What follows belongs to an exercise in optimizing a design on an open flow for small area; a production flow would make more cautious choices.
Where RTL was checked, it was by simulation tests only, not by an equivalence proof against the original.
Only the layout flow was run in run 1; the RTL was not checked for function there.
Power and IR drop assume default switching activity.

[flow/design.v]
`default_nettype none
module hub75 #(
    parameter FIFO_WIDTH = 64,
    parameter OUT_REG = 6,
    parameter CLK_SPEED = 40_000_000
) (
    input wire clk,
    input wire s_axi_valid,
    output logic s_axi_ready,
    input wire reset_n,
    input wire [FIFO_WIDTH - 1 : 0] r0_in,
    input wire [FIFO_WIDTH - 1 : 0] g0_in,
    input wire [FIFO_WIDTH - 1 : 0] b0_in,
    input wire [FIFO_WIDTH - 1 : 0] r1_in,
    input wire [FIFO_WIDTH - 1 : 0] g1_in,
    input wire [FIFO_WIDTH - 1 : 0] b1_in,
    output logic r0_out,
    output logic g0_out,
    output logic b0_out,
    output logic r1_out,
    output logic g1_out,
    output logic b1_out,
    output logic [5 - 1 : 0] addr_out,
    output logic blank,
    output logic latch_out,
    output logic clk_out
);
  logic ld_n;             
  logic sh, s3, s4, s5, s6, vd;
  logic [2:0] addr_cnt;
  logic [13:0] tmr;      
  logic tz;               
  logic [6:0] cnt;      
  logic [13:0] tload;
  logic done, rst_st, tterm, ldv;
  logic [5:0] head, col_q;
  logic [62:0] ring [6];
  logic [63:0] din [6];
  assign din[0] = r0_in;
  assign din[1] = g0_in;
  assign din[2] = b0_in;
  assign din[3] = r1_in;
  assign din[4] = g1_in;
  assign din[5] = b1_in;
  assign tload[0] = 8'b00011111 >> addr_cnt;
  assign tload[1] = 8'b10010010 >> addr_cnt;
  assign tload[2] = 8'b10100001 >> addr_cnt;
  assign tload[3] = 8'b11011000 >> addr_cnt;
  assign tload[4] = 8'b10111110 >> addr_cnt;
  assign tload[5] = 8'b10110110 >> addr_cnt;
  assign tload[6] = 8'b01101100 >> addr_cnt;
  assign tload[7] = 8'b01101001 >> addr_cnt;
  assign tload[8] = 8'b10001101 >> addr_cnt;
  assign tload[9] = 8'b01011010 >> addr_cnt;
  assign tload[10] = 8'b10101001 >> addr_cnt;
  assign tload[11] = 8'b01011110 >> addr_cnt;
  assign tload[12] = 8'b11111011 >> addr_cnt;
  assign tload[13] = 8'b01000100 >> addr_cnt;
  assign done = (cnt == 7'd0);
  assign tterm = (tmr == 14'd9714);
  assign rst_st = ~(s_axi_ready | sh | s3 | s4 | s5 | s6);
  assign ldv = s_axi_ready & s_axi_valid;
  always_ff @(posedge clk) begin
    if (reset_n == 1'b0) begin
      s_axi_ready <= 1'b0;
      ld_n <= 1'b1;
      sh <= 1'b0;
      clk_out <= 1'b0;
      s3 <= 1'b0;
      s4 <= 1'b0;
      s5 <= 1'b0;
      s6 <= 1'b0;
      latch_out <= 1'b0;
      blank <= 1'b1;
      vd <= 1'b0;
      addr_cnt <= '0;
      addr_out <= '0;
      tz <= 1'b1;
    end else begin
      s_axi_ready <= s6 | rst_st | (s_axi_ready & ~s_axi_valid);
      ld_n <= ~(s6 | rst_st | (s_axi_ready & ~s_axi_valid));
      sh <= ldv | (sh & ~(clk_out & done));
      clk_out <= sh & ~clk_out;
      s3 <= (clk_out & done) | (s3 & ~tz);
      s4 <= s3 & tz;
      s5 <= s4;
      s6 <= s5;
      latch_out <= s6;
      blank <= ~(vd & (s_axi_ready | sh | s3));
      if (s6) vd <= 1'b1;
      if (s6) addr_cnt <= addr_cnt + 3'd1;
      if (s5 && vd && addr_cnt == 3'd0) addr_out <= addr_out + 5'd1;
      tz <= ~s6 & (tz | tterm);
    end
  end
  always_ff @(posedge clk) begin
    if (s6) tmr <= tload;
    else tmr <= {tmr[12:0], ~(^{tmr[13], tmr[12], tmr[11], tmr[1]})};
    if (s_axi_ready) cnt <= 7'd0;
    else cnt <= {cnt[5:0], ~(^{cnt[6], cnt[5]})};
  end
  always_ff @(posedge clk) begin
    ring[0][1] <= ~((ld_n | din[0][1]) & (s_axi_ready | ring[0][2]));
    ring[0][3] <= ~((ld_n | din[0][2]) & (s_axi_ready | ring[0][4]));
    ring[0][5] <= ~((ld_n | din[0][3]) & (s_axi_ready | ring[0][6]));
    ring[0][7] <= ~((ld_n | din[0][4]) & (s_axi_ready | ring[0][8]));
    ring[0][9] <= ~((ld_n | din[0][5]) & (s_axi_ready | ring[0][10]));
    ring[0][11] <= ~((ld_n | din[0][6]) & (s_axi_ready | ring[0][12]));
    ring[0][13] <= ~((ld_n | din[0][7]) & (s_axi_ready | ring[0][14]));
    ring[0][15] <= ~((ld_n | din[0][8]) & (s_axi_ready | ring[0][16]));
    ring[0][17] <= ~((ld_n | din[0][9]) & (s_axi_ready | ring[0][18]));
    ring[0][19] <= ~((ld_n | din[0][10]) & (s_axi_ready | ring[0][20]));
    ring[0][21] <= ~((ld_n | din[0][11]) & (s_axi_ready | ring[0][22]));
    ring[0][23] <= ~((ld_n | din[0][12]) & (s_axi_ready | ring[0][24]));
    ring[0][25] <= ~((ld_n | din[0][13]) & (s_axi_ready | ring[0][26]));
    ring[0][27] <= ~((ld_n | din[0][14]) & (s_axi_ready | ring[0][28]));
    ring[0][29] <= ~((ld_n | din[0][15]) & (s_axi_ready | ring[0][30]));
    ring[0][31] <= ~((ld_n | din[0][16]) & (s_axi_ready | ring[0][32]));
    ring[0][33] <= ~((ld_n | din[0][17]) & (s_axi_ready | ring[0][34]));
    ring[0][35] <= ~((ld_n | din[0][18]) & (s_axi_ready | ring[0][36]));
    ring[0][37] <= ~((ld_n | din[0][19]) & (s_axi_ready | ring[0][38]));
    ring[0][39] <= ~((ld_n | din[0][20]) & (s_axi_ready | ring[0][40]));
    ring[0][41] <= ~((ld_n | din[0][21]) & (s_axi_ready | ring[0][42]));
    ring[0][43] <= ~((ld_n | din[0][22]) & (s_axi_ready | ring[0][44]));
    ring[0][45] <= ~((ld_n | din[0][23]) & (s_axi_ready | ring[0][46]));
    ring[0][47] <= ~((ld_n | din[0][24]) & (s_axi_ready | ring[0][48]));
    ring[0][49] <= ~((ld_n | din[0][25]) & (s_axi_ready | ring[0][50]));
    ring[0][51] <= ~((ld_n | din[0][26]) & (s_axi_ready | ring[0][52]));
    ring[0][53] <= ~((ld_n | din[0][27]) & (s_axi_ready | ring[0][54]));
    ring[0][55] <= ~((ld_n | din[0][28]) & (s_axi_ready | ring[0][56]));
    ring[0][57] <= ~((ld_n | din[0][29]) & (s_axi_ready | ring[0][58]));
    ring[0][59] <= ~((ld_n | din[0][30]) & (s_axi_ready | ring[0][60]));
    ring[0][61] <= ~((ld_n | din[0][31]) & (s_axi_ready | ring[0][62]));
    ring[0][0] <= ~((ld_n | din[0][32]) & (s_axi_ready | ring[0][1]));
    ring[0][2] <= ~((ld_n | din[0][33]) & (s_axi_ready | ring[0][3]));
    ring[0][4] <= ~((ld_n | din[0][34]) & (s_axi_ready | ring[0][5]));
    ring[0][6] <= ~((ld_n | din[0][35]) & (s_axi_ready | ring[0][7]));
    ring[0][8] <= ~((ld_n | din[0][36]) & (s_axi_ready | ring[0][9]));
    ring[0][10] <= ~((ld_n | din[0][37]) & (s_axi_ready | ring[0][11]));
    ring[0][12] <= ~((ld_n | din[0][38]) & (s_axi_ready | ring[0][13]));
    ring[0][14] <= ~((ld_n | din[0][39]) & (s_axi_ready | ring[0][15]));
    ring[0][16] <= ~((ld_n | din[0][40]) & (s_axi_ready | ring[0][17]));
    ring[0][18] <= ~((ld_n | din[0][41]) & (s_axi_ready | ring[0][19]));
    ring[0][20] <= ~((ld_n | din[0][42]) & (s_axi_ready | ring[0][21]));
    ring[0][22] <= ~((ld_n | din[0][43]) & (s_axi_ready | ring[0][23]));
    ring[0][24] <= ~((ld_n | din[0][44]) & (s_axi_ready | ring[0][25]));
    ring[0][26] <= ~((ld_n | din[0][45]) & (s_axi_ready | ring[0][27]));
    ring[0][28] <= ~((ld_n | din[0][46]) & (s_axi_ready | ring[0][29]));
    ring[0][30] <= ~((ld_n | din[0][47]) & (s_axi_ready | ring[0][31]));
    ring[0][32] <= ~((ld_n | din[0][48]) & (s_axi_ready | ring[0][33]));
    ring[0][34] <= ~((ld_n | din[0][49]) & (s_axi_ready | ring[0][35]));
    ring[0][36] <= ~((ld_n | din[0][50]) & (s_axi_ready | ring[0][37]));
    ring[0][38] <= ~((ld_n | din[0][51]) & (s_axi_ready | ring[0][39]));
    ring[0][40] <= ~((ld_n | din[0][52]) & (s_axi_ready | ring[0][41]));
    ring[0][42] <= ~((ld_n | din[0][53]) & (s_axi_ready | ring[0][43]));
    ring[0][44] <= ~((ld_n | din[0][54]) & (s_axi_ready | ring[0][45]));
    ring[0][46] <= ~((ld_n | din[0][55]) & (s_axi_ready | ring[0][47]));
    ring[0][48] <= ~((ld_n | din[0][56]) & (s_axi_ready | ring[0][49]));
    ring[0][50] <= ~((ld_n | din[0][57]) & (s_axi_ready | ring[0][51]));
    ring[0][52] <= ~((ld_n | din[0][58]) & (s_axi_ready | ring[0][53]));
    ring[0][54] <= ~((ld_n | din[0][59]) & (s_axi_ready | ring[0][55]));
    ring[0][56] <= ~((ld_n | din[0][60]) & (s_axi_ready | ring[0][57]));
    ring[0][58] <= ~((ld_n | din[0][61]) & (s_axi_ready | ring[0][59]));
    ring[0][60] <= ~((ld_n | din[0][62]) & (s_axi_ready | ring[0][61]));
    ring[0][62] <= ~((ld_n | din[0][63]) & (s_axi_ready | ring[0][0]));
    ring[1][1] <= ~((ld_n | din[1][1]) & (s_axi_ready | ring[1][2]));
    ring[1][3] <= ~((ld_n | din[1][2]) & (s_axi_ready | ring[1][4]));
    ring[1][5] <= ~((ld_n | din[1][3]) & (s_axi_ready | ring[1][6]));
    ring[1][7] <= ~((ld_n | din[1][4]) & (s_axi_ready | ring[1][8]));
    ring[1][9] <= ~((ld_n | din[1][5]) & (s_axi_ready | ring[1][10]));
    ring[1][11] <= ~((ld_n | din[1][6]) & (s_axi_ready | ring[1][12]));
    ring[1][13] <= ~((ld_n | din[1][7]) & (s_axi_ready | ring[1][14]));
    ring[1][15] <= ~((ld_n | din[1][8]) & (s_axi_ready | ring[1][16]));
    ring[1][17] <= ~((ld_n | din[1][9]) & (s_axi_ready | ring[1][18]));
    ring[1][19] <= ~((ld_n | din[1][10]) & (s_axi_ready | ring[1][20]));
    ring[1][21] <= ~((ld_n | din[1][11]) & (s_axi_ready | ring[1][22]));
    ring[1][23] <= ~((ld_n | din[1][12]) & (s_axi_ready | ring[1][24]));
    ring[1][25] <= ~((ld_n | din[1][13]) & (s_axi_ready | ring[1][26]));
    ring[1][27] <= ~((ld_n | din[1][14]) & (s_axi_ready | ring[1][28]));
    ring[1][29] <= ~((ld_n | din[1][15]) & (s_axi_ready | ring[1][30]));
    ring[1][31] <= ~((ld_n | din[1][16]) & (s_axi_ready | ring[1][32]));
    ring[1][33] <= ~((ld_n | din[1][17]) & (s_axi_ready | ring[1][34]));
    ring[1][35] <= ~((ld_n | din[1][18]) & (s_axi_ready | ring[1][36]));
    ring[1][37] <= ~((ld_n | din[1][19]) & (s_axi_ready | ring[1][38]));
    ring[1][39] <= ~((ld_n | din[1][20]) & (s_axi_ready | ring[1][40]));
    ring[1][41] <= ~((ld_n | din[1][21]) & (s_axi_ready | ring[1][42]));
    ring[1][43] <= ~((ld_n | din[1][22]) & (s_axi_ready | ring[1][44]));
    ring[1][45] <= ~((ld_n | din[1][23]) & (s_axi_ready | ring[1][46]));
    ring[1][47] <= ~((ld_n | din[1][24]) & (s_axi_ready | ring[1][48]));
    ring[1][49] <= ~((ld_n | din[1][25]) & (s_axi_ready | ring[1][50]));
    ring[1][51] <= ~((ld_n | din[1][26]) & (s_axi_ready | ring[1][52]));
    ring[1][53] <= ~((ld_n | din[1][27]) & (s_axi_ready | ring[1][54]));
    ring[1][55] <= ~((ld_n | din[1][28]) & (s_axi_ready | ring[1][56]));
    ring[1][57] <= ~((ld_n | din[1][29]) & (s_axi_ready | ring[1][58]));
    ring[1][59] <= ~((ld_n | din[1][30]) & (s_axi_ready | ring[1][60]));
    ring[1][61] <= ~((ld_n | din[1][31]) & (s_axi_ready | ring[1][62]));
    ring[1][0] <= ~((ld_n | din[1][32]) & (s_axi_ready | ring[1][1]));
    ring[1][2] <= ~((ld_n | din[1][33]) & (s_axi_ready | ring[1][3]));
    ring[1][4] <= ~((ld_n | din[1][34]) & (s_axi_ready | ring[1][5]));
    ring[1][6] <= ~((ld_n | din[1][35]) & (s_axi_ready | ring[1][7]));
    ring[1][8] <= ~((ld_n | din[1][36]) & (s_axi_ready | ring[1][9]));
    ring[1][10] <= ~((ld_n | din[1][37]) & (s_axi_ready | ring[1][11]));
    ring[1][12] <= ~((ld_n | din[1][38]) & (s_axi_ready | ring[1][13]));
    ring[1][14] <= ~((ld_n | din[1][39]) & (s_axi_ready | ring[1][15]));
    ring[1][16] <= ~((ld_n | din[1][40]) & (s_axi_ready | ring[1][17]));
    ring[1][18] <= ~((ld_n | din[1][41]) & (s_axi_ready | ring[1][19]));
    ring[1][20] <= ~((ld_n | din[1][42]) & (s_axi_ready | ring[1][21]));
    ring[1][22] <= ~((ld_n | din[1][43]) & (s_axi_ready | ring[1][23]));
    ring[1][24] <= ~((ld_n | din[1][44]) & (s_axi_ready | ring[1][25]));
    ring[1][26] <= ~((ld_n | din[1][45]) & (s_axi_ready | ring[1][27]));
    ring[1][28] <= ~((ld_n | din[1][46]) & (s_axi_ready | ring[1][29]));
    ring[1][30] <= ~((ld_n | din[1][47]) & (s_axi_ready | ring[1][31]));
    ring[1][32] <= ~((ld_n | din[1][48]) & (s_axi_ready | ring[1][33]));
    ring[1][34] <= ~((ld_n | din[1][49]) & (s_axi_ready | ring[1][35]));
    ring[1][36] <= ~((ld_n | din[1][50]) & (s_axi_ready | ring[1][37]));
    ring[1][38] <= ~((ld_n | din[1][51]) & (s_axi_ready | ring[1][39]));
    ring[1][40] <= ~((ld_n | din[1][52]) & (s_axi_ready | ring[1][41]));
    ring[1][42] <= ~((ld_n | din[1][53]) & (s_axi_ready | ring[1][43]));
    ring[1][44] <= ~((ld_n | din[1][54]) & (s_axi_ready | ring[1][45]));
    ring[1][46] <= ~((ld_n | din[1][55]) & (s_axi_ready | ring[1][47]));
    ring[1][48] <= ~((ld_n | din[1][56]) & (s_axi_ready | ring[1][49]));
    ring[1][50] <= ~((ld_n | din[1][57]) & (s_axi_ready | ring[1][51]));
    ring[1][52] <= ~((ld_n | din[1][58]) & (s_axi_ready | ring[1][53]));
    ring[1][54] <= ~((ld_n | din[1][59]) & (s_axi_ready | ring[1][55]));
    ring[1][56] <= ~((ld_n | din[1][60]) & (s_axi_ready | ring[1][57]));
    ring[1][58] <= ~((ld_n | din[1][61]) & (s_axi_ready | ring[1][59]));
    ring[1][60] <= ~((ld_n | din[1][62]) & (s_axi_ready | ring[1][61]));
    ring[1][62] <= ~((ld_n | din[1][63]) & (s_axi_ready | ring[1][0]));
    ring[2][1] <= ~((ld_n | din[2][1]) & (s_axi_ready | ring[2][2]));
    ring[2][3] <= ~((ld_n | din[2][2]) & (s_axi_ready | ring[2][4]));
    ring[2][5] <= ~((ld_n | din[2][3]) & (s_axi_ready | ring[2][6]));
    ring[2][7] <= ~((ld_n | din[2][4]) & (s_axi_ready | ring[2][8]));
    ring[2][9] <= ~((ld_n | din[2][5]) & (s_axi_ready | ring[2][10]));
    ring[2][11] <= ~((ld_n | din[2][6]) & (s_axi_ready | ring[2][12]));
    ring[2][13] <= ~((ld_n | din[2][7]) & (s_axi_ready | ring[2][14]));
    ring[2][15] <= ~((ld_n | din[2][8]) & (s_axi_ready | ring[2][16]));
    ring[2][17] <= ~((ld_n | din[2][9]) & (s_axi_ready | ring[2][18]));
    ring[2][19] <= ~((ld_n | din[2][10]) & (s_axi_ready | ring[2][20]));
    ring[2][21] <= ~((ld_n | din[2][11]) & (s_axi_ready | ring[2][22]));
    ring[2][23] <= ~((ld_n | din[2][12]) & (s_axi_ready | ring[2][24]));
    ring[2][25] <= ~((ld_n | din[2][13]) & (s_axi_ready | ring[2][26]));
    ring[2][27] <= ~((ld_n | din[2][14]) & (s_axi_ready | ring[2][28]));
    ring[2][29] <= ~((ld_n | din[2][15]) & (s_axi_ready | ring[2][30]));
    ring[2][31] <= ~((ld_n | din[2][16]) & (s_axi_ready | ring[2][32]));
    ring[2][33] <= ~((ld_n | din[2][17]) & (s_axi_ready | ring[2][34]));
    ring[2][35] <= ~((ld_n | din[2][18]) & (s_axi_ready | ring[2][36]));
    ring[2][37] <= ~((ld_n | din[2][19]) & (s_axi_ready | ring[2][38]));
    ring[2][39] <= ~((ld_n | din[2][20]) & (s_axi_ready | ring[2][40]));
    ring[2][41] <= ~((ld_n | din[2][21]) & (s_axi_ready | ring[2][42]));
    ring[2][43] <= ~((ld_n | din[2][22]) & (s_axi_ready | ring[2][44]));
    ring[2][45] <= ~((ld_n | din[2][23]) & (s_axi_ready | ring[2][46]));
    ring[2][47] <= ~((ld_n | din[2][24]) & (s_axi_ready | ring[2][48]));
    ring[2][49] <= ~((ld_n | din[2][25]) & (s_axi_ready | ring[2][50]));
    ring[2][51] <= ~((ld_n | din[2][26]) & (s_axi_ready | ring[2][52]));
    ring[2][53] <= ~((ld_n | din[2][27]) & (s_axi_ready | ring[2][54]));
    ring[2][55] <= ~((ld_n | din[2][28]) & (s_axi_ready | ring[2][56]));
    ring[2][57] <= ~((ld_n | din[2][29]) & (s_axi_ready | ring[2][58]));
    ring[2][59] <= ~((ld_n | din[2][30]) & (s_axi_ready | ring[2][60]));
    ring[2][61] <= ~((ld_n | din[2][31]) & (s_axi_ready | ring[2][62]));
    ring[2][0] <= ~((ld_n | din[2][32]) & (s_axi_ready | ring[2][1]));
    ring[2][2] <= ~((ld_n | din[2][33]) & (s_axi_ready | ring[2][3]));
    ring[2][4] <= ~((ld_n | din[2][34]) & (s_axi_ready | ring[2][5]));
    ring[2][6] <= ~((ld_n | din[2][35]) & (s_axi_ready | ring[2][7]));
    ring[2][8] <= ~((ld_n | din[2][36]) & (s_axi_ready | ring[2][9]));
    ring[2][10] <= ~((ld_n | din[2][37]) & (s_axi_ready | ring[2][11]));
    ring[2][12] <= ~((ld_n | din[2][38]) & (s_axi_ready | ring[2][13]));
    ring[2][14] <= ~((ld_n | din[2][39]) & (s_axi_ready | ring[2][15]));
    ring[2][16] <= ~((ld_n | din[2][40]) & (s_axi_ready | ring[2][17]));
    ring[2][18] <= ~((ld_n | din[2][41]) & (s_axi_ready | ring[2][19]));
    ring[2][20] <= ~((ld_n | din[2][42]) & (s_axi_ready | ring[2][21]));
    ring[2][22] <= ~((ld_n | din[2][43]) & (s_axi_ready | ring[2][23]));
    ring[2][24] <= ~((ld_n | din[2][44]) & (s_axi_ready | ring[2][25]));
    ring[2][26] <= ~((ld_n | din[2][45]) & (s_axi_ready | ring[2][27]));
    ring[2][28] <= ~((ld_n | din[2][46]) & (s_axi_ready | ring[2][29]));
    ring[2][30] <= ~((ld_n | din[2][47]) & (s_axi_ready | ring[2][31]));
    ring[2][32] <= ~((ld_n | din[2][48]) & (s_axi_ready | ring[2][33]));
    ring[2][34] <= ~((ld_n | din[2][49]) & (s_axi_ready | ring[2][35]));
    ring[2][36] <= ~((ld_n | din[2][50]) & (s_axi_ready | ring[2][37]));
    ring[2][38] <= ~((ld_n | din[2][51]) & (s_axi_ready | ring[2][39]));
    ring[2][40] <= ~((ld_n | din[2][52]) & (s_axi_ready | ring[2][41]));
    ring[2][42] <= ~((ld_n | din[2][53]) & (s_axi_ready | ring[2][43]));
    ring[2][44] <= ~((ld_n | din[2][54]) & (s_axi_ready | ring[2][45]));
    ring[2][46] <= ~((ld_n | din[2][55]) & (s_axi_ready | ring[2][47]));
    ring[2][48] <= ~((ld_n | din[2][56]) & (s_axi_ready | ring[2][49]));
    ring[2][50] <= ~((ld_n | din[2][57]) & (s_axi_ready | ring[2][51]));
    ring[2][52] <= ~((ld_n | din[2][58]) & (s_axi_ready | ring[2][53]));
    ring[2][54] <= ~((ld_n | din[2][59]) & (s_axi_ready | ring[2][55]));
    ring[2][56] <= ~((ld_n | din[2][60]) & (s_axi_ready | ring[2][57]));
    ring[2][58] <= ~((ld_n | din[2][61]) & (s_axi_ready | ring[2][59]));
    ring[2][60] <= ~((ld_n | din[2][62]) & (s_axi_ready | ring[2][61]));
    ring[2][62] <= ~((ld_n | din[2][63]) & (s_axi_ready | ring[2][0]));
    ring[3][1] <= ~((ld_n | din[3][1]) & (s_axi_ready | ring[3][2]));
    ring[3][3] <= ~((ld_n | din[3][2]) & (s_axi_ready | ring[3][4]));
    ring[3][5] <= ~((ld_n | din[3][3]) & (s_axi_ready | ring[3][6]));
    ring[3][7] <= ~((ld_n | din[3][4]) & (s_axi_ready | ring[3][8]));
    ring[3][9] <= ~((ld_n | din[3][5]) & (s_axi_ready | ring[3][10]));
    ring[3][11] <= ~((ld_n | din[3][6]) & (s_axi_ready | ring[3][12]));
    ring[3][13] <= ~((ld_n | din[3][7]) & (s_axi_ready | ring[3][14]));
    ring[3][15] <= ~((ld_n | din[3][8]) & (s_axi_ready | ring[3][16]));
    ring[3][17] <= ~((ld_n | din[3][9]) & (s_axi_ready | ring[3][18]));
    ring[3][19] <= ~((ld_n | din[3][10]) & (s_axi_ready | ring[3][20]));
    ring[3][21] <= ~((ld_n | din[3][11]) & (s_axi_ready | ring[3][22]));
    ring[3][23] <= ~((ld_n | din[3][12]) & (s_axi_ready | ring[3][24]));
    ring[3][25] <= ~((ld_n | din[3][13]) & (s_axi_ready | ring[3][26]));
    ring[3][27] <= ~((ld_n | din[3][14]) & (s_axi_ready | ring[3][28]));
    ring[3][29] <= ~((ld_n | din[3][15]) & (s_axi_ready | ring[3][30]));
    ring[3][31] <= ~((ld_n | din[3][16]) & (s_axi_ready | ring[3][32]));
    ring[3][33] <= ~((ld_n | din[3][17]) & (s_axi_ready | ring[3][34]));
    ring[3][35] <= ~((ld_n | din[3][18]) & (s_axi_ready | ring[3][36]));
    ring[3][37] <= ~((ld_n | din[3][19]) & (s_axi_ready | ring[3][38]));
    ring[3][39] <= ~((ld_n | din[3][20]) & (s_axi_ready | ring[3][40]));
    ring[3][41] <= ~((ld_n | din[3][21]) & (s_axi_ready | ring[3][42]));
    ring[3][43] <= ~((ld_n | din[3][22]) & (s_axi_ready | ring[3][44]));
    ring[3][45] <= ~((ld_n | din[3][23]) & (s_axi_ready | ring[3][46]));
    ring[3][47] <= ~((ld_n | din[3][24]) & (s_axi_ready | ring[3][48]));
    ring[3][49] <= ~((ld_n | din[3][25]) & (s_axi_ready | ring[3][50]));
    ring[3][51] <= ~((ld_n | din[3][26]) & (s_axi_ready | ring[3][52]));
    ring[3][53] <= ~((ld_n | din[3][27]) & (s_axi_ready | ring[3][54]));
    ring[3][55] <= ~((ld_n | din[3][28]) & (s_axi_ready | ring[3][56]));
    ring[3][57] <= ~((ld_n | din[3][29]) & (s_axi_ready | ring[3][58]));
    ring[3][59] <= ~((ld_n | din[3][30]) & (s_axi_ready | ring[3][60]));
    ring[3][61] <= ~((ld_n | din[3][31]) & (s_axi_ready | ring[3][62]));
    ring[3][0] <= ~((ld_n | din[3][32]) & (s_axi_ready | ring[3][1]));
    ring[3][2] <= ~((ld_n | din[3][33]) & (s_axi_ready | ring[3][3]));
    ring[3][4] <= ~((ld_n | din[3][34]) & (s_axi_ready | ring[3][5]));
    ring[3][6] <= ~((ld_n | din[3][35]) & (s_axi_ready | ring[3][7]));
    ring[3][8] <= ~((ld_n | din[3][36]) & (s_axi_ready | ring[3][9]));
    ring[3][10] <= ~((ld_n | din[3][37]) & (s_axi_ready | ring[3][11]));
    ring[3][12] <= ~((ld_n | din[3][38]) & (s_axi_ready | ring[3][13]));
    ring[3][14] <= ~((ld_n | din[3][39]) & (s_axi_ready | ring[3][15]));
    ring[3][16] <= ~((ld_n | din[3][40]) & (s_axi_ready | ring[3][17]));
    ring[3][18] <= ~((ld_n | din[3][41]) & (s_axi_ready | ring[3][19]));
    ring[3][20] <= ~((ld_n | din[3][42]) & (s_axi_ready | ring[3][21]));
    ring[3][22] <= ~((ld_n | din[3][43]) & (s_axi_ready | ring[3][23]));
    ring[3][24] <= ~((ld_n | din[3][44]) & (s_axi_ready | ring[3][25]));
    ring[3][26] <= ~((ld_n | din[3][45]) & (s_axi_ready | ring[3][27]));
    ring[3][28] <= ~((ld_n | din[3][46]) & (s_axi_ready | ring[3][29]));
    ring[3][30] <= ~((ld_n | din[3][47]) & (s_axi_ready | ring[3][31]));
    ring[3][32] <= ~((ld_n | din[3][48]) & (s_axi_ready | ring[3][33]));
    ring[3][34] <= ~((ld_n | din[3][49]) & (s_axi_ready | ring[3][35]));
    ring[3][36] <= ~((ld_n | din[3][50]) & (s_axi_ready | ring[3][37]));
    ring[3][38] <= ~((ld_n | din[3][51]) & (s_axi_ready | ring[3][39]));
    ring[3][40] <= ~((ld_n | din[3][52]) & (s_axi_ready | ring[3][41]));
    ring[3][42] <= ~((ld_n | din[3][53]) & (s_axi_ready | ring[3][43]));
    ring[3][44] <= ~((ld_n | din[3][54]) & (s_axi_ready | ring[3][45]));
    ring[3][46] <= ~((ld_n | din[3][55]) & (s_axi_ready | ring[3][47]));
    ring[3][48] <= ~((ld_n | din[3][56]) & (s_axi_ready | ring[3][49]));
    ring[3][50] <= ~((ld_n | din[3][57]) & (s_axi_ready | ring[3][51]));
    ring[3][52] <= ~((ld_n | din[3][58]) & (s_axi_ready | ring[3][53]));
    ring[3][54] <= ~((ld_n | din[3][59]) & (s_axi_ready | ring[3][55]));
    ring[3][56] <= ~((ld_n | din[3][60]) & (s_axi_ready | ring[3][57]));
    ring[3][58] <= ~((ld_n | din[3][61]) & (s_axi_ready | ring[3][59]));
    ring[3][60] <= ~((ld_n | din[3][62]) & (s_axi_ready | ring[3][61]));
    ring[3][62] <= ~((ld_n | din[3][63]) & (s_axi_ready | ring[3][0]));
    ring[4][1] <= ~((ld_n | din[4][1]) & (s_axi_ready | ring[4][2]));
    ring[4][3] <= ~((ld_n | din[4][2]) & (s_axi_ready | ring[4][4]));
    ring[4][5] <= ~((ld_n | din[4][3]) & (s_axi_ready | ring[4][6]));
    ring[4][7] <= ~((ld_n | din[4][4]) & (s_axi_ready | ring[4][8]));
    ring[4][9] <= ~((ld_n | din[4][5]) & (s_axi_ready | ring[4][10]));
    ring[4][11] <= ~((ld_n | din[4][6]) & (s_axi_ready | ring[4][12]));
    ring[4][13] <= ~((ld_n | din[4][7]) & (s_axi_ready | ring[4][14]));
    ring[4][15] <= ~((ld_n | din[4][8]) & (s_axi_ready | ring[4][16]));
    ring[4][17] <= ~((ld_n | din[4][9]) & (s_axi_ready | ring[4][18]));
    ring[4][19] <= ~((ld_n | din[4][10]) & (s_axi_ready | ring[4][20]));
    ring[4][21] <= ~((ld_n | din[4][11]) & (s_axi_ready | ring[4][22]));
    ring[4][23] <= ~((ld_n | din[4][12]) & (s_axi_ready | ring[4][24]));
    ring[4][25] <= ~((ld_n | din[4][13]) & (s_axi_ready | ring[4][26]));
    ring[4][27] <= ~((ld_n | din[4][14]) & (s_axi_ready | ring[4][28]));
    ring[4][29] <= ~((ld_n | din[4][15]) & (s_axi_ready | ring[4][30]));
    ring[4][31] <= ~((ld_n | din[4][16]) & (s_axi_ready | ring[4][32]));
    ring[4][33] <= ~((ld_n | din[4][17]) & (s_axi_ready | ring[4][34]));
    ring[4][35] <= ~((ld_n | din[4][18]) & (s_axi_ready | ring[4][36]));
    ring[4][37] <= ~((ld_n | din[4][19]) & (s_axi_ready | ring[4][38]));
    ring[4][39] <= ~((ld_n | din[4][20]) & (s_axi_ready | ring[4][40]));
    ring[4][41] <= ~((ld_n | din[4][21]) & (s_axi_ready | ring[4][42]));
    ring[4][43] <= ~((ld_n | din[4][22]) & (s_axi_ready | ring[4][44]));
    ring[4][45] <= ~((ld_n | din[4][23]) & (s_axi_ready | ring[4][46]));
    ring[4][47] <= ~((ld_n | din[4][24]) & (s_axi_ready | ring[4][48]));
    ring[4][49] <= ~((ld_n | din[4][25]) & (s_axi_ready | ring[4][50]));
    ring[4][51] <= ~((ld_n | din[4][26]) & (s_axi_ready | ring[4][52]));
    ring[4][53] <= ~((ld_n | din[4][27]) & (s_axi_ready | ring[4][54]));
    ring[4][55] <= ~((ld_n | din[4][28]) & (s_axi_ready | ring[4][56]));
    ring[4][57] <= ~((ld_n | din[4][29]) & (s_axi_ready | ring[4][58]));
    ring[4][59] <= ~((ld_n | din[4][30]) & (s_axi_ready | ring[4][60]));
    ring[4][61] <= ~((ld_n | din[4][31]) & (s_axi_ready | ring[4][62]));
    ring[4][0] <= ~((ld_n | din[4][32]) & (s_axi_ready | ring[4][1]));
    ring[4][2] <= ~((ld_n | din[4][33]) & (s_axi_ready | ring[4][3]));
    ring[4][4] <= ~((ld_n | din[4][34]) & (s_axi_ready | ring[4][5]));
    ring[4][6] <= ~((ld_n | din[4][35]) & (s_axi_ready | ring[4][7]));
    ring[4][8] <= ~((ld_n | din[4][36]) & (s_axi_ready | ring[4][9]));
    ring[4][10] <= ~((ld_n | din[4][37]) & (s_axi_ready | ring[4][11]));
    ring[4][12] <= ~((ld_n | din[4][38]) & (s_axi_ready | ring[4][13]));
    ring[4][14] <= ~((ld_n | din[4][39]) & (s_axi_ready | ring[4][15]));
    ring[4][16] <= ~((ld_n | din[4][40]) & (s_axi_ready | ring[4][17]));
    ring[4][18] <= ~((ld_n | din[4][41]) & (s_axi_ready | ring[4][19]));
    ring[4][20] <= ~((ld_n | din[4][42]) & (s_axi_ready | ring[4][21]));
    ring[4][22] <= ~((ld_n | din[4][43]) & (s_axi_ready | ring[4][23]));
    ring[4][24] <= ~((ld_n | din[4][44]) & (s_axi_ready | ring[4][25]));
    ring[4][26] <= ~((ld_n | din[4][45]) & (s_axi_ready | ring[4][27]));
    ring[4][28] <= ~((ld_n | din[4][46]) & (s_axi_ready | ring[4][29]));
    ring[4][30] <= ~((ld_n | din[4][47]) & (s_axi_ready | ring[4][31]));
    ring[4][32] <= ~((ld_n | din[4][48]) & (s_axi_ready | ring[4][33]));
    ring[4][34] <= ~((ld_n | din[4][49]) & (s_axi_ready | ring[4][35]));
    ring[4][36] <= ~((ld_n | din[4][50]) & (s_axi_ready | ring[4][37]));
    ring[4][38] <= ~((ld_n | din[4][51]) & (s_axi_ready | ring[4][39]));
    ring[4][40] <= ~((ld_n | din[4][52]) & (s_axi_ready | ring[4][41]));
    ring[4][42] <= ~((ld_n | din[4][53]) & (s_axi_ready | ring[4][43]));
    ring[4][44] <= ~((ld_n | din[4][54]) & (s_axi_ready | ring[4][45]));
    ring[4][46] <= ~((ld_n | din[4][55]) & (s_axi_ready | ring[4][47]));
    ring[4][48] <= ~((ld_n | din[4][56]) & (s_axi_ready | ring[4][49]));
    ring[4][50] <= ~((ld_n | din[4][57]) & (s_axi_ready | ring[4][51]));
    ring[4][52] <= ~((ld_n | din[4][58]) & (s_axi_ready | ring[4][53]));
    ring[4][54] <= ~((ld_n | din[4][59]) & (s_axi_ready | ring[4][55]));
    ring[4][56] <= ~((ld_n | din[4][60]) & (s_axi_ready | ring[4][57]));
    ring[4][58] <= ~((ld_n | din[4][61]) & (s_axi_ready | ring[4][59]));
    ring[4][60] <= ~((ld_n | din[4][62]) & (s_axi_ready | ring[4][61]));
    ring[4][62] <= ~((ld_n | din[4][63]) & (s_axi_ready | ring[4][0]));
    ring[5][1] <= ~((ld_n | din[5][1]) & (s_axi_ready | ring[5][2]));
    ring[5][3] <= ~((ld_n | din[5][2]) & (s_axi_ready | ring[5][4]));
    ring[5][5] <= ~((ld_n | din[5][3]) & (s_axi_ready | ring[5][6]));
    ring[5][7] <= ~((ld_n | din[5][4]) & (s_axi_ready | ring[5][8]));
    ring[5][9] <= ~((ld_n | din[5][5]) & (s_axi_ready | ring[5][10]));
    ring[5][11] <= ~((ld_n | din[5][6]) & (s_axi_ready | ring[5][12]));
    ring[5][13] <= ~((ld_n | din[5][7]) & (s_axi_ready | ring[5][14]));
    ring[5][15] <= ~((ld_n | din[5][8]) & (s_axi_ready | ring[5][16]));
    ring[5][17] <= ~((ld_n | din[5][9]) & (s_axi_ready | ring[5][18]));
    ring[5][19] <= ~((ld_n | din[5][10]) & (s_axi_ready | ring[5][20]));
    ring[5][21] <= ~((ld_n | din[5][11]) & (s_axi_ready | ring[5][22]));
    ring[5][23] <= ~((ld_n | din[5][12]) & (s_axi_ready | ring[5][24]));
    ring[5][25] <= ~((ld_n | din[5][13]) & (s_axi_ready | ring[5][26]));
    ring[5][27] <= ~((ld_n | din[5][14]) & (s_axi_ready | ring[5][28]));
    ring[5][29] <= ~((ld_n | din[5][15]) & (s_axi_ready | ring[5][30]));
    ring[5][31] <= ~((ld_n | din[5][16]) & (s_axi_ready | ring[5][32]));
    ring[5][33] <= ~((ld_n | din[5][17]) & (s_axi_ready | ring[5][34]));
    ring[5][35] <= ~((ld_n | din[5][18]) & (s_axi_ready | ring[5][36]));
    ring[5][37] <= ~((ld_n | din[5][19]) & (s_axi_ready | ring[5][38]));
    ring[5][39] <= ~((ld_n | din[5][20]) & (s_axi_ready | ring[5][40]));
    ring[5][41] <= ~((ld_n | din[5][21]) & (s_axi_ready | ring[5][42]));
    ring[5][43] <= ~((ld_n | din[5][22]) & (s_axi_ready | ring[5][44]));
    ring[5][45] <= ~((ld_n | din[5][23]) & (s_axi_ready | ring[5][46]));
    ring[5][47] <= ~((ld_n | din[5][24]) & (s_axi_ready | ring[5][48]));
    ring[5][49] <= ~((ld_n | din[5][25]) & (s_axi_ready | ring[5][50]));
    ring[5][51] <= ~((ld_n | din[5][26]) & (s_axi_ready | ring[5][52]));
    ring[5][53] <= ~((ld_n | din[5][27]) & (s_axi_ready | ring[5][54]));
    ring[5][55] <= ~((ld_n | din[5][28]) & (s_axi_ready | ring[5][56]));
    ring[5][57] <= ~((ld_n | din[5][29]) & (s_axi_ready | ring[5][58]));
    ring[5][59] <= ~((ld_n | din[5][30]) & (s_axi_ready | ring[5][60]));
    ring[5][61] <= ~((ld_n | din[5][31]) & (s_axi_ready | ring[5][62]));
    ring[5][0] <= ~((ld_n | din[5][32]) & (s_axi_ready | ring[5][1]));
    ring[5][2] <= ~((ld_n | din[5][33]) & (s_axi_ready | ring[5][3]));
    ring[5][4] <= ~((ld_n | din[5][34]) & (s_axi_ready | ring[5][5]));
    ring[5][6] <= ~((ld_n | din[5][35]) & (s_axi_ready | ring[5][7]));
    ring[5][8] <= ~((ld_n | din[5][36]) & (s_axi_ready | ring[5][9]));
    ring[5][10] <= ~((ld_n | din[5][37]) & (s_axi_ready | ring[5][11]));
    ring[5][12] <= ~((ld_n | din[5][38]) & (s_axi_ready | ring[5][13]));
    ring[5][14] <= ~((ld_n | din[5][39]) & (s_axi_ready | ring[5][15]));
    ring[5][16] <= ~((ld_n | din[5][40]) & (s_axi_ready | ring[5][17]));
    ring[5][18] <= ~((ld_n | din[5][41]) & (s_axi_ready | ring[5][19]));
    ring[5][20] <= ~((ld_n | din[5][42]) & (s_axi_ready | ring[5][21]));
    ring[5][22] <= ~((ld_n | din[5][43]) & (s_axi_ready | ring[5][23]));
    ring[5][24] <= ~((ld_n | din[5][44]) & (s_axi_ready | ring[5][25]));
    ring[5][26] <= ~((ld_n | din[5][45]) & (s_axi_ready | ring[5][27]));
    ring[5][28] <= ~((ld_n | din[5][46]) & (s_axi_ready | ring[5][29]));
    ring[5][30] <= ~((ld_n | din[5][47]) & (s_axi_ready | ring[5][31]));
    ring[5][32] <= ~((ld_n | din[5][48]) & (s_axi_ready | ring[5][33]));
    ring[5][34] <= ~((ld_n | din[5][49]) & (s_axi_ready | ring[5][35]));
    ring[5][36] <= ~((ld_n | din[5][50]) & (s_axi_ready | ring[5][37]));
    ring[5][38] <= ~((ld_n | din[5][51]) & (s_axi_ready | ring[5][39]));
    ring[5][40] <= ~((ld_n | din[5][52]) & (s_axi_ready | ring[5][41]));
    ring[5][42] <= ~((ld_n | din[5][53]) & (s_axi_ready | ring[5][43]));
    ring[5][44] <= ~((ld_n | din[5][54]) & (s_axi_ready | ring[5][45]));
    ring[5][46] <= ~((ld_n | din[5][55]) & (s_axi_ready | ring[5][47]));
    ring[5][48] <= ~((ld_n | din[5][56]) & (s_axi_ready | ring[5][49]));
    ring[5][50] <= ~((ld_n | din[5][57]) & (s_axi_ready | ring[5][51]));
    ring[5][52] <= ~((ld_n | din[5][58]) & (s_axi_ready | ring[5][53]));
    ring[5][54] <= ~((ld_n | din[5][59]) & (s_axi_ready | ring[5][55]));
    ring[5][56] <= ~((ld_n | din[5][60]) & (s_axi_ready | ring[5][57]));
    ring[5][58] <= ~((ld_n | din[5][61]) & (s_axi_ready | ring[5][59]));
    ring[5][60] <= ~((ld_n | din[5][62]) & (s_axi_ready | ring[5][61]));
    ring[5][62] <= ~((ld_n | din[5][63]) & (s_axi_ready | ring[5][0]));
  end
  always_ff @(posedge clk) begin
    for (int c = 0; c < 6; c++) begin
      if (s_axi_ready) col_q[c] <= din[c][0];
      else if (clk_out) col_q[c] <= ring[c][0];
    end
  end
  always_comb begin
    r0_out = col_q[0];
    g0_out = col_q[1];
    b0_out = col_q[2];
    r1_out = col_q[3];
    g1_out = col_q[4];
    b1_out = col_q[5];
  end
endmodule
[flow/config.mk]
export PLATFORM = sky130hd
export DESIGN_NAME = hub75
export DESIGN_NICKNAME = hub75
export VERILOG_FILES = /design/flow/design.v
export SDC_FILE = /design/flow/constraint.sdc
export NUM_CORES = 4
export LEC_CHECK = 0
export CAP_MARGIN = 20
export CORE_MARGIN = 2
export CORE_UTILIZATION = 40
export SLEW_MARGIN = 20
[flow/standard.sh]
#!/bin/bash
# synth_recipe.tcl (not shown) runs the flow's synth.tcl, then flattens the netlist and writes it again
# the make line also repeats each setting of config.mk as NAME=value (left out here)
make -C /OpenROAD-flow-scripts/flow DESIGN_CONFIG=/design/flow/config.mk WORK_HOME=/design/flow/orfs CLKGATE_MAP_FILE= SYNTH_SCRIPT=/design/flow/synth_recipe.tcl "${@:-finish}"
[flow/flow/run.sh]
#!/bin/bash
# Standard layout, with the smallest buffer on the ports and a leaner clock tree.
set -euo pipefail
bash standard.sh "BUFFER_PORTS_ARGS=-buffer_cell sky130_fd_sc_hd__buf_1" \
  "CTS_ARGS=-sink_clustering_enable -repair_clock_nets -buf_list {sky130_fd_sc_hd__clkbuf_8 sky130_fd_sc_hd__clkbuf_16} -sink_clustering_size 30 -sink_clustering_max_diameter 100 -dont_use_dummy_load" \
  finish > standard_flow.log 2>&1
[flow/constraint.sdc]
create_clock -name core_clock -period 10.0 [get_ports {clk}]
set_input_delay 2.0000 -clock core_clock [delete_from_list [all_inputs] [get_ports {clk}]]
set_output_delay 2.0000 -clock core_clock [all_outputs]
set_load 0.01 [all_outputs]
==> results of run 1 <==
[metrics by stage]
step | utilization [%] | power (W) | cells | worst slack (ns)
2_1_floorplan | - | 0.00262 | 1018 | 7.28
3_3_place_gp | 46.4 | 0.00278 | 1721 | 6.87
3_5_place_dp | 46.4 | 0.00280 | 1721 | 6.86
4_1_cts | 47.9 | 0.00362 | 1739 | 6.28
5_1_grt | 48.0 | 0.00377 | 1739 | 6.19
6_report | 48.0 | 0.00358 | 1739 | 6.30
[state kept, by name, indices dropped and copies added (netlist names), 3 cells and up]
| name | cells |
|---|---|
| addr_cnt | 3 |
| ring | 378 |
| tmr | 14 |
| addr_out | 5 |
| col_q | 6 |
| cnt | 7 |
[worst reg2reg max path, cell delays in order, from the launching register on]
cell     delay, ns
dfxtp_4       0.83
buf_4         0.77
buf_4         0.98
o22ai_1       0.29
[metal layers]
metal / GRT usage, % / routed length, um / share of wire, % / up-vias
met5: 0 / 13 / 0.043 / -
met4: 4.17 / 541 / 1.8 / 2
met3: 6.17 / 2980 / 9.9 / 34
met2: 28.1 / 13500 / 45 / 306
met1: 22.6 / 13200 / 44 / 4007
li1: - / - / - / 4474
[layout make-up]
| cell class | count | area (sq um) |
|---|---|---|
| well taps | 390 | 488 |
| multi-input cells | 490 | 3140 |
| clock buffers | 18 | 450 |
| repair buffers | 406 | 1560 |
| flip-flops and latches | 425 | 8580 |
| inverters | 10 | 38.8 |
| fillers | 2816 | 15500 |
[cells by family after synthesis]
family / synth area share, %
DFF: 70.8
and+or+nand+nor: 2.41
muxes: 1.33
xor gates and xnor gates: 0.507
AOI/OAI and AO/OA: 21.0
buffers and inverters: 3.21
adders and majority gates: 0.724
[worst max-delay path by stage]
stage / startpoint / endpoint / slack [ns] / depth (start not counted)
floorplan: reset_n / addr_cnt[0] / 7.28 / 4
global placement: s_axi_ready / s_axi_ready / 6.87 / 1
detailed placement: s_axi_ready / s_axi_ready / 6.86 / 1
CTS: s_axi_ready / s_axi_ready / 6.28 / 1
global route: s_axi_ready / s_axi_ready / 6.19 / 1
finish: s_axi_ready / s_axi_ready / 6.30 / 1
[layout by cell type, fill, tap and decap left out, types with 3 or more instances in the layout]
master       n
a21oi_1     13
buf_1      401
buf_4        3
clkbuf_16   18
dfxtp_1    417
edfxtp_1     6
ha_1         7
inv_1        9
mux2_2       9
mux2i_1      6
nand2_1      7
nand3_1      3
nor2_1      18
nor2b_1      9
o21ai_0      6
o22ai_1    379
or3_1        3
xnor2_1      5
[Yosys cell counts (all sizes together)]
cell	instances
or4	2
or3	3
xor2	2
or4b	1
nor3b	1
nand2	7
mux2i	6
nor3	1
o22ai	379
and2	2
o21ai	6
nor4b	1
ha	7
nor4	1
clkinvlp	1
buf	11
o31a	1
clkbuf	82
and3	1
a31oi	1
o211ai	1
nor2	18
o41ai	1
or2	1
mux2	9
a31o	1
inv	9
dfxtp	419
nand4b	2
nand3	3
o2bb2ai	1
edfxtp	6
nand2b	2
o31ai	2
xnor2	5
nor2b	9
a21oi	13
[power by group through the flow]
| stage | clock network, W | logic [W] | registers [W] |
|---|---|---|---|
| after floorplan | 0 | 0.000369 | 0.00225 |
| after global placement | 0 | 0.000464 | 0.00232 |
| after CTS | 0.000850 | 0.000485 | 0.00228 |
| after detailed placement | 0 | 0.000484 | 0.00231 |
| after global routing | 0.000909 | 0.000540 | 0.00232 |
| final | 0.000818 | 0.000483 | 0.00228 |
==> flow_summary.toml, run 1 <==
[global_routing]
grt_pass1_wl_um = 44400
grt_overflow_total = 0
antenna_found_initial = 1
grt_start_max_net_pins = 229
grt_pass1_vias = 8341
track_usage_pct = 17.5

[timing]
hold_viol_final = 0
worst_pin_slew_ns = 1.08
min_period_ns = 3.70
fin_hold_ws_ns = 0.374
drv_slew = 0
fin_crit_sh_pct = 37.0
slew_headroom_pct = 28.2
timing.fmax_mhz = 270
finalClockSkew_ns = 0.0442
rsz0062_at_grt = "false"
final.setup.tns_ns = 0
setup_violations = 0

[setup_path]
slowest_delay_ns = 0.94
path_max_fanout = 87
reg2reg_depth = 3
crit_family = "flip-flops"
crit_path_cell_trace = "buf_1"
r2r-end = "ring[3][39]"
required_ns = 8.00
critical-path-slowest-cell = "dfxtp_4"
crit_type = "reg -> out"
cp.arrival_ns = 1.70
endpoint_kind = "output port"
cp-start-kind = "flop"
r2r-start = "ld_n"
critPathBufInv = 1
r2r_slack_ns = 6.99

[synthesis]
yosysTopAreaCell = "dfxtp_1"
synth.top_cell.area_share_pct = 69.3
synthesis.nets = 1412
ys_top_cells_by_area = "dfxtp_1 69%, o22ai_1 20%, clkbuf_1 2.5%"
yosys_warnings = 3
syn_area_per_cell_sq_um = 11.9
netlist_area_sq_um = 12100
ys_ff_latch = 425
synth_cell_type_count = 37
syn_inst = 1018
ys_seq_area_share_pct = 70.8

[clock_tree]
clk_latency_ns = 0.53
ctsRootBufferMaster = "clkbuf_16"
numCtsBuffers = 18
clock_sinks = 425
path_clk_slew_ns = 0.11
clk_path_buf_depth = 3
cts_resized = 0
htreeDepth = 1
cts_tree = "done"
postCtsHoldBufs = 0
post_cts.repair.setup_buffers = 0

[placed_design]
gp_congestion = 0.787
place_area_sq_um = 13800
port_buffers = 401
dp_hpwl_um = 20400

[route]
drtPass1Iterations = 4
ant_nets = 0
wire_per_inst_um = 17.3
drc = 0
drtIter0Drc = 573
drt_wl_total_um = 30200
vias = 8823
via_per_inst = 5.07

[job]
cap_violations = 0

[power_and_ir_drop]
combPwrFrac_pct = 13.5
power.share.sequential_pct = 63.7
swShare_pct = 24.8
p_switching_w = 0.000888
p_per_area_nw_per_um2 = 251
leakagePower_nw = 5.13
clockPowerShare_pct = 22.8
vdd_drop_max_mv = 0.157
intPower_w = 0.00269

[worst_hold_path]
hold_start = "ring[0][23]"
holdPathStages = 1
hold_end = "ring[0][22]"
hold_path.class = "reg -> reg"

[die]
pin_count = 402
fp-row-count = 63
core-area_sq_um = 29700
dieArea_sq_um = 31600
die-height_um = 178
die_width_um = 178
start_util_pct = 40.7

[layout]
area_growth_pct = 17.8
final_area_sq_um = 14300
drive_gt1_share_pct = 2.82
diodes = 0
fin_nets = 1745

[run_status]
outcome = "no timing/DRC/antenna violations"
==> inputs of run 2 (changes only) <==
--- a/flow/design.v
+++ b/flow/design.v
@@ -42,22 +42,22 @@
   assign din[3] = r1_in;
   assign din[4] = g1_in;
   assign din[5] = b1_in;
-  assign tload[0] = 8'b00011111 >> addr_cnt;
-  assign tload[1] = 8'b10010010 >> addr_cnt;
-  assign tload[2] = 8'b10100001 >> addr_cnt;
-  assign tload[3] = 8'b11011000 >> addr_cnt;
-  assign tload[4] = 8'b10111110 >> addr_cnt;
-  assign tload[5] = 8'b10110110 >> addr_cnt;
-  assign tload[6] = 8'b01101100 >> addr_cnt;
-  assign tload[7] = 8'b01101001 >> addr_cnt;
-  assign tload[8] = 8'b10001101 >> addr_cnt;
-  assign tload[9] = 8'b01011010 >> addr_cnt;
-  assign tload[10] = 8'b10101001 >> addr_cnt;
-  assign tload[11] = 8'b01011110 >> addr_cnt;
-  assign tload[12] = 8'b11111011 >> addr_cnt;
-  assign tload[13] = 8'b01000100 >> addr_cnt;
+  assign tload[0] = 8'b11101000 >> addr_cnt;
+  assign tload[1] = 8'b01001010 >> addr_cnt;
+  assign tload[2] = 8'b00001010 >> addr_cnt;
+  assign tload[3] = 8'b10001000 >> addr_cnt;
+  assign tload[4] = 8'b01001100 >> addr_cnt;
+  assign tload[5] = 8'b10101010 >> addr_cnt;
+  assign tload[6] = 8'b11101000 >> addr_cnt;
+  assign tload[7] = 8'b00010110 >> addr_cnt;
+  assign tload[8] = 8'b11000100 >> addr_cnt;
+  assign tload[9] = 8'b11110010 >> addr_cnt;
+  assign tload[10] = 8'b10000110 >> addr_cnt;
+  assign tload[11] = 8'b00101100 >> addr_cnt;
+  assign tload[12] = 8'b00100010 >> addr_cnt;
+  assign tload[13] = 8'b10101010 >> addr_cnt;
   assign done = (cnt == 7'd0);
-  assign tterm = (tmr == 14'd9714);
+  assign tterm = (tmr == 14'd5077);
   assign rst_st = ~(s_axi_ready | sh | s3 | s4 | s5 | s6);
   assign ldv = s_axi_ready & s_axi_valid;
   always_ff @(posedge clk) begin
--- a/flow/config.mk
+++ b/flow/config.mk
@@ -7,5 +7,6 @@
 export LEC_CHECK = 0
 export CAP_MARGIN = 20
 export CORE_MARGIN = 2
-export CORE_UTILIZATION = 40
+export CORE_UTILIZATION = 65
+export PLACE_DENSITY = 0.75
 export SLEW_MARGIN = 20
==> run 2 against run 1 <==
  * Clock power decreased by 2%
  * Critical path depth is the same
  * Largest power group unchanged
  * Flip-flop and latch count did not move
  * Via count grew 0.53%
  * Area after synthesis grew 0.92%
  * Setup slack improved by 0.25 ns
  * Non-clock buffer count increased by 2
  * Largest cell class unchanged
  * Critical endpoint unchanged
  * Register-to-register slack got worse by 0.20 ns
==> flow_summary.toml, run 2 <==
[run_status]
outcome = "no timing/DRC/antenna violations"

[power_and_ir_drop]
power.share.sequential_pct = 64.1
p_per_area_nw_per_um2 = 252
vdd_drop_max_mv = 0.152
combPwrFrac_pct = 13.3
clockPowerShare_pct = 22.6
swShare_pct = 24.4
intPower_w = 0.00269
p_switching_w = 0.000868
leakagePower_nw = 5.17

[placed_design]
place_area_sq_um = 13600
dp_hpwl_um = 21200
placed_cells = 1562
port_buffers = 401
gp_congestion = 0.835

[synthesis]
yosysTopAreaCell = "dfxtp_1"
syn_area_per_cell_sq_um = 12.1
ys_top_cells_by_area = "dfxtp_1 69%, o22ai_1 19%, buf_2 3.1%"
synth_edf_count = 6
netlist_area_sq_um = 12200
yosysMostFrequentCell = "dfxtp_1"
synthesis.nets = 1409
synth.top_cell.area_share_pct = 68.7
syn_inst = 1013
async_reset_ff_share_pct = 0
synth_cell_type_count = 38
ys_seq_area_share_pct = 70.2
yosys_warnings = 3
ys_ff_latch = 425
ys_top_cells_by_count = "419 x dfxtp_1, 378 x o22ai_1, 76 x buf_2"
synth_ff_type = "dfxtp_1"

[route]
ant_nets = 0
drt_wl_total_um = 30100
route.met3.wl_um = 2280
drc = 0
wl_met2_um = 14200
drtIter0Drc = 575
drtPass1Iterations = 4
m1WireLength_um = 12500
via_per_inst = 5.59
wire_per_inst_um = 19.0
vias = 8870
top_layer = "met4"

[die]
dieArea_sq_um = 19900
die-height_um = 141
start_util_pct = 65.7
core-area_sq_um = 18600
die_width_um = 141
fp-row-count = 50
pin_count = 402

[layout]
fin_nets = 1744
reg_top3 = "ring: 378 flops, tmr: 14 flops, cnt: 7 flops"
fin_cells = 1586
area_growth_pct = 15.4
top_register = "ring"
drive_gt1_share_pct = 3.05
final_util_pct = 75.8
largest_register_ffs = 378
final_area_sq_um = 14100
most-common-layout-cells = "416 x dfxtp_1, 401 x buf_1, 378 x o22ai_1, 18 x clkbuf_16, 15 x a21oi_1"
layout_commonest_cell = "dfxtp_1"

[global_routing]
antenna_found_initial = 4
grt_pass1_wl_um = 44200
grt_overflow_total = 0
grt_start_max_net_pins = 113
grt_pass1_vias = 8295
track_usage_pct = 28.2

[clock_tree]
numCtsBuffers = 18
post_cts.repair.setup_buffers = 0
clock_sinks = 425
htreeDepth = 1
path_clk_slew_ns = 0.11
clk_path_buf_depth = 3
ctsRootBufferMaster = "clkbuf_16"
cts_resized = 0
cts_tree = "done"
clk_latency_ns = 0.52
postCtsHoldBufs = 0

[setup_path]
path_max_fanout = 51
r2r_slack_ns = 6.79
critPathBufInv = 1
critical-path-slowest-cell = "dfxtp_4"
required_ns = 8.00
cp-start-kind = "flop"
crit_type = "reg -> out"
crit_path_cell_trace = "buf_1"
slowest_delay_ns = 0.68
cp.arrival_ns = 1.45
crit_family = "flip-flops"
endpoint_kind = "output port"

[timing]
setup_violations = 0
worst_pin_slew_ns = 1.10
finalClockSkew_ns = 0.0603
final.setup.tns_ns = 0
fin_crit_sh_pct = 34.5
timing.fmax_mhz = 290
drv_slew = 0
rsz0062_at_grt = "false"
min_period_ns = 3.45
slew_headroom_pct = 26.9
hold_viol_final = 0

[worst_hold_path]
hold_path.class = "reg -> reg"

[job]
cap_violations = 0
run 2: changes by cell type in the layout (fill, tap and decap cells not counted), moves of 3 or more:
cell	change
xnor2_1	-3
diode_2	+6
nand2_1	-4
buf_4	+4
nor2b_1	+5
nor2_1	-6
run 2: final cells by class:
class | count | area [sq um]
Sequential cell | 425 | 8580
Fill cell | 1382 | 4490
Multi-Input combinational cell | 488 | 3170
Timing Repair Buffer | 408 | 1560
Clock buffer | 18 | 450
Tap cell | 234 | 293
Inverter | 7 | 26.3
Antenna cell | 6 | 15.0
run 2: layer usage:
metal	track usage, %	vias up
met5	0	-
met1	36.0	4046
met3	7.61	61
met2	46.0	299
met4	11.2	0
li1	-	4464
run 2: power groups by stage:
| stage | clock network [W] | logic [W] | registers [W] |
|---|---|---|---|
| 2_1_floorplan | 0 | 0.000374 | 0.00225 |
| 3_3_place_gp | 0 | 0.000449 | 0.00231 |
| 3_5_place_dp | 0 | 0.000471 | 0.00231 |
| 4_1_cts | 0.000814 | 0.000473 | 0.00228 |
| 5_1_grt | 0.000868 | 0.000527 | 0.00232 |
| 6_report | 0.000804 | 0.000473 | 0.00228 |
run 2: cell families (layout without fill, tap and decap cells):
kind of cell    Yosys count  in the layout  synth area share (%)
buf+inv                 100            433                  3.85
fa+ha+maj                 9              9                 0.923
mux                      14             14                  1.23
other cells               0              6                     0
flops                   425            425                  70.2
simple gates             54             54                  2.72
xor+xnor                  5              5                 0.359
compound gates          406            406                  20.7
run 2: worst paths after layout:
check,startpoint,endpoint,cells past startpoint
min reg2reg,ring[0][39],ring[0][38],1
max,s_axi_ready,s_axi_ready,1
min,ring[0][39],ring[0][38],1
max reg2reg,s_axi_ready,col_q[4],3
run 2: metrics by stage:
| stage | hold WS (ns) | power [W] | setup WS [ns] |
|---|---|---|---|
| global route | 0.345 | 0.00371 | 6.46 |
| detailed placement | 0.404 | 0.00278 | 6.85 |
| CTS | 0.349 | 0.00357 | 6.53 |
| global placement | 0.400 | 0.00276 | 6.87 |
| finish | 0.355 | 0.00355 | 6.55 |
| floorplan | 0.399 | 0.00262 | 7.50 |
==> inputs of run 3 (changes only) <==
--- a/flow/config.mk
+++ b/flow/config.mk
@@ -7,6 +7,5 @@
 export LEC_CHECK = 0
 export CAP_MARGIN = 20
 export CORE_MARGIN = 2
-export CORE_UTILIZATION = 65
-export PLACE_DENSITY = 0.75
+export CORE_UTILIZATION = 40
 export SLEW_MARGIN = 20
==> run 3 against run 2 <==
  * First-iteration DRC count up 3.3%
  * Highest routed layer unchanged
  * Largest cell class unchanged
  * Total power rose by 0.32%
  * Final cell count up 9.4%
  * Largest power group unchanged
  * Still clean on timing, DRC and antenna
  * Combinational power fell by 1%
  * Sequential power is essentially flat
  * Routed wire length about the same
==> flow_summary.toml, run 3 <==
[placed_design]
port_buffers = 401
place_area_sq_um = 13800
placed_cells = 1716
gp_congestion = 0.796
dp_hpwl_um = 20300

[power_and_ir_drop]
p_switching_w = 0.000878
clockPowerShare_pct = 22.9
swShare_pct = 24.6
leakagePower_nw = 5.16
power_w = 0.00357
combPwrFrac_pct = 13.1
intPower_w = 0.00269
power.share.sequential_pct = 63.9
p_per_area_nw_per_um2 = 250
vdd_drop_max_mv = 0.183

[layout]
drive_gt1_share_pct = 2.90
largest_register_ffs = 378
top_register = "ring"
reg_top3 = "ring: 378 flops, tmr: 14 flops, cnt: 7 flops"
layout_commonest_cell = "dfxtp_1"
fin_nets = 1742
area_growth_pct = 16.9
most-common-layout-cells = "416 x dfxtp_1, 401 x buf_1, 378 x o22ai_1, 18 x clkbuf_16, 15 x a21oi_1"
fillers = 2849
final_area_sq_um = 14300
fin_cells = 1735

[clock_tree]
clk_latency_ns = 0.52
clk_path_buf_depth = 3
cts_resized = 0
postCtsHoldBufs = 0
clock_sinks = 425
path_clk_slew_ns = 0.11
ctsRootBufferMaster = "clkbuf_16"
htreeDepth = 1
numCtsBuffers = 18
post_cts.repair.setup_buffers = 0
cts_tree = "done"

[synthesis]
yosysMostFrequentCell = "dfxtp_1"
yosysTopAreaCell = "dfxtp_1"
ys_top_cells_by_count = "419 x dfxtp_1, 378 x o22ai_1, 76 x buf_2"
ys_top_cells_by_area = "dfxtp_1 69%, o22ai_1 19%, buf_2 3.1%"
synth.top_cell.area_share_pct = 68.7
synth_cell_type_count = 38
ys_seq_area_share_pct = 70.2
syn_inst = 1013
synth_ff_type = "dfxtp_1"
syn_area_per_cell_sq_um = 12.1
async_reset_ff_share_pct = 0
synth_edf_count = 6
netlist_area_sq_um = 12200
yosys_warnings = 3
synthesis.nets = 1409
ys_ff_latch = 425

[route]
drtIter0Drc = 594
drc = 0
drt_wl_total_um = 30100
vias = 8804
wire_per_inst_um = 17.4
ant_nets = 0
via_per_inst = 5.07
drtPass1Iterations = 4

[die]
pin_count = 402
core-area_sq_um = 29900
dieArea_sq_um = 31900
die-height_um = 179
die_width_um = 179
start_util_pct = 40.9
fp-row-count = 63

[setup_path]
slowest_delay_ns = 1.01
r2r-start = "ld_n"
r2r-end = "ring[3][33]"
cp-start-kind = "flop"
endpoint_kind = "output port"
required_ns = 8.00
critical-path-slowest-cell = "dfxtp_4"
critPathBufInv = 1
crit_end = "s_axi_ready"
r2r_slack_ns = 7.04
startpoint = "s_axi_ready"
reg2reg_depth = 3
cp_num_cells = 1
crit_family = "flip-flops"
cp.arrival_ns = 1.76
path_max_fanout = 96
crit_path_cell_trace = "buf_1"
crit_type = "reg -> out"

[timing]
finalClockSkew_ns = 0.0513
timing.fmax_mhz = 266
final.setup.tns_ns = 0
hold_viol_final = 0
worst_pin_slew_ns = 1.04
min_period_ns = 3.76
slew_headroom_pct = 30.8
rsz0062_at_grt = "false"
drv_slew = 0
setup_violations = 0
fin_hold_ws_ns = 0.395
fin_crit_sh_pct = 37.6

[global_routing]
antenna_found_initial = 1
grt_start_max_net_pins = 201
grt_pass1_wl_um = 43500
grt_pass1_vias = 8283
track_usage_pct = 17.2
grt_overflow_total = 0

[job]
cap_violations = 0

[run_status]
outcome = "no timing/DRC/antenna violations"

[worst_hold_path]
hold_start = "tmr[4]"
hold_path.class = "reg -> reg"
## run 3: cell counts after synthesis
Identical to the previous run, type by type.
## run 3: cell type report
class	count	area, sq um	area share (%)
sequential	425	8580	60.1
multi-input combinational	488	3170	22.2
timing repair buffer	406	1560	10.9
tap	390	488	3.42
clock buffer	18	450	3.16
inverter	7	26.3	0.184
antenna	1	2.50	0.0175
## run 3: cell families after synthesis
group	share of synthesized area, %
adder cells (fa/ha/maj)	0.923
multiplexers	1.23
XOR/XNOR	0.359
buffers and inverters	3.85
flip-flops	70.2
AND/OR/NAND/NOR	2.72
AO/OA/AOI/OAI	20.7
## run 3: how the worst min path moves through the flow
stage,end,slack [ns],depth (start not counted)
after global placement,ring[3][49],0.40,1
after detailed placement,ring[1][10],0.40,1
after floorplan,ring[0][0],0.40,1
after global routing,ring[0][21],0.42,1
final,tmr[5],0.40,2
after CTS,tmr[5],0.40,2
## run 3: power by group through the flow
stage / clock (W) / sequential, W / combinational [W]
CTS: 0.000849 / 0.00228 / 0.000471
global route: 0.000904 / 0.00232 / 0.000528
detailed placement: 0 / 0.00231 / 0.000469
floorplan: 0 / 0.00225 / 0.000374
global placement: 0 / 0.00232 / 0.000451
finish: 0.000818 / 0.00228 / 0.000468
## run 3: per-layer routing
metal	vias up	track usage, %	wire length, um
li1	4458	-	-
met1	4027	22.5	12900
met2	282	27.6	13700
met3	37	5.36	2740
met4	0	4.64	799
met5	-	0	0
## run 3: stage by stage
step	worst slack [ns]	util, %
5_1_grt	6.13	47.8
3_3_place_gp	6.81	46.2
4_1_cts	6.22	47.7
2_1_floorplan	7.50	-
6_report	6.24	47.8
3_5_place_dp	6.80	46.2

[afterwards: timing with drivers on the ports]
No port has a modelled driver above. Below, the same layouts with a new extraction and two added sets of constraints. Step 1: set_driving_cell puts a clkbuf_16 on clk and a buf_2 on each other input, an assumption about the parent block. Step 2 also shifts input and output timing later by t, the mid clock arrival at the registers, as if the neighbouring blocks saw the same clock. Slacks: ideal ports / drivers / drivers and shift; pairs: ideal ports / drivers.
| run | t (ns) | setup slack, ns | worst hold slack (ns) | slew at the worst register clock pin (ns) | worst slew at a driven data input, ns |
|---|---|---|---|---|---|
| run 1 | 0.552 | 6.303 / 6.253 / 6.806 | 0.374 / 0.374 / 0.374 | 0.11 / 0.11 | 0.09 |
| run 2 | 0.534 | 6.552 / 6.506 / 6.790 | 0.355 / 0.355 / 0.355 | 0.11 / 0.11 | 0.10 |
| run 3 | 0.543 | 6.243 / 6.194 / 6.737 | 0.395 / 0.395 / 0.395 | 0.12 / 0.12 | 0.09 |
After both steps every run listed still meets setup and hold.
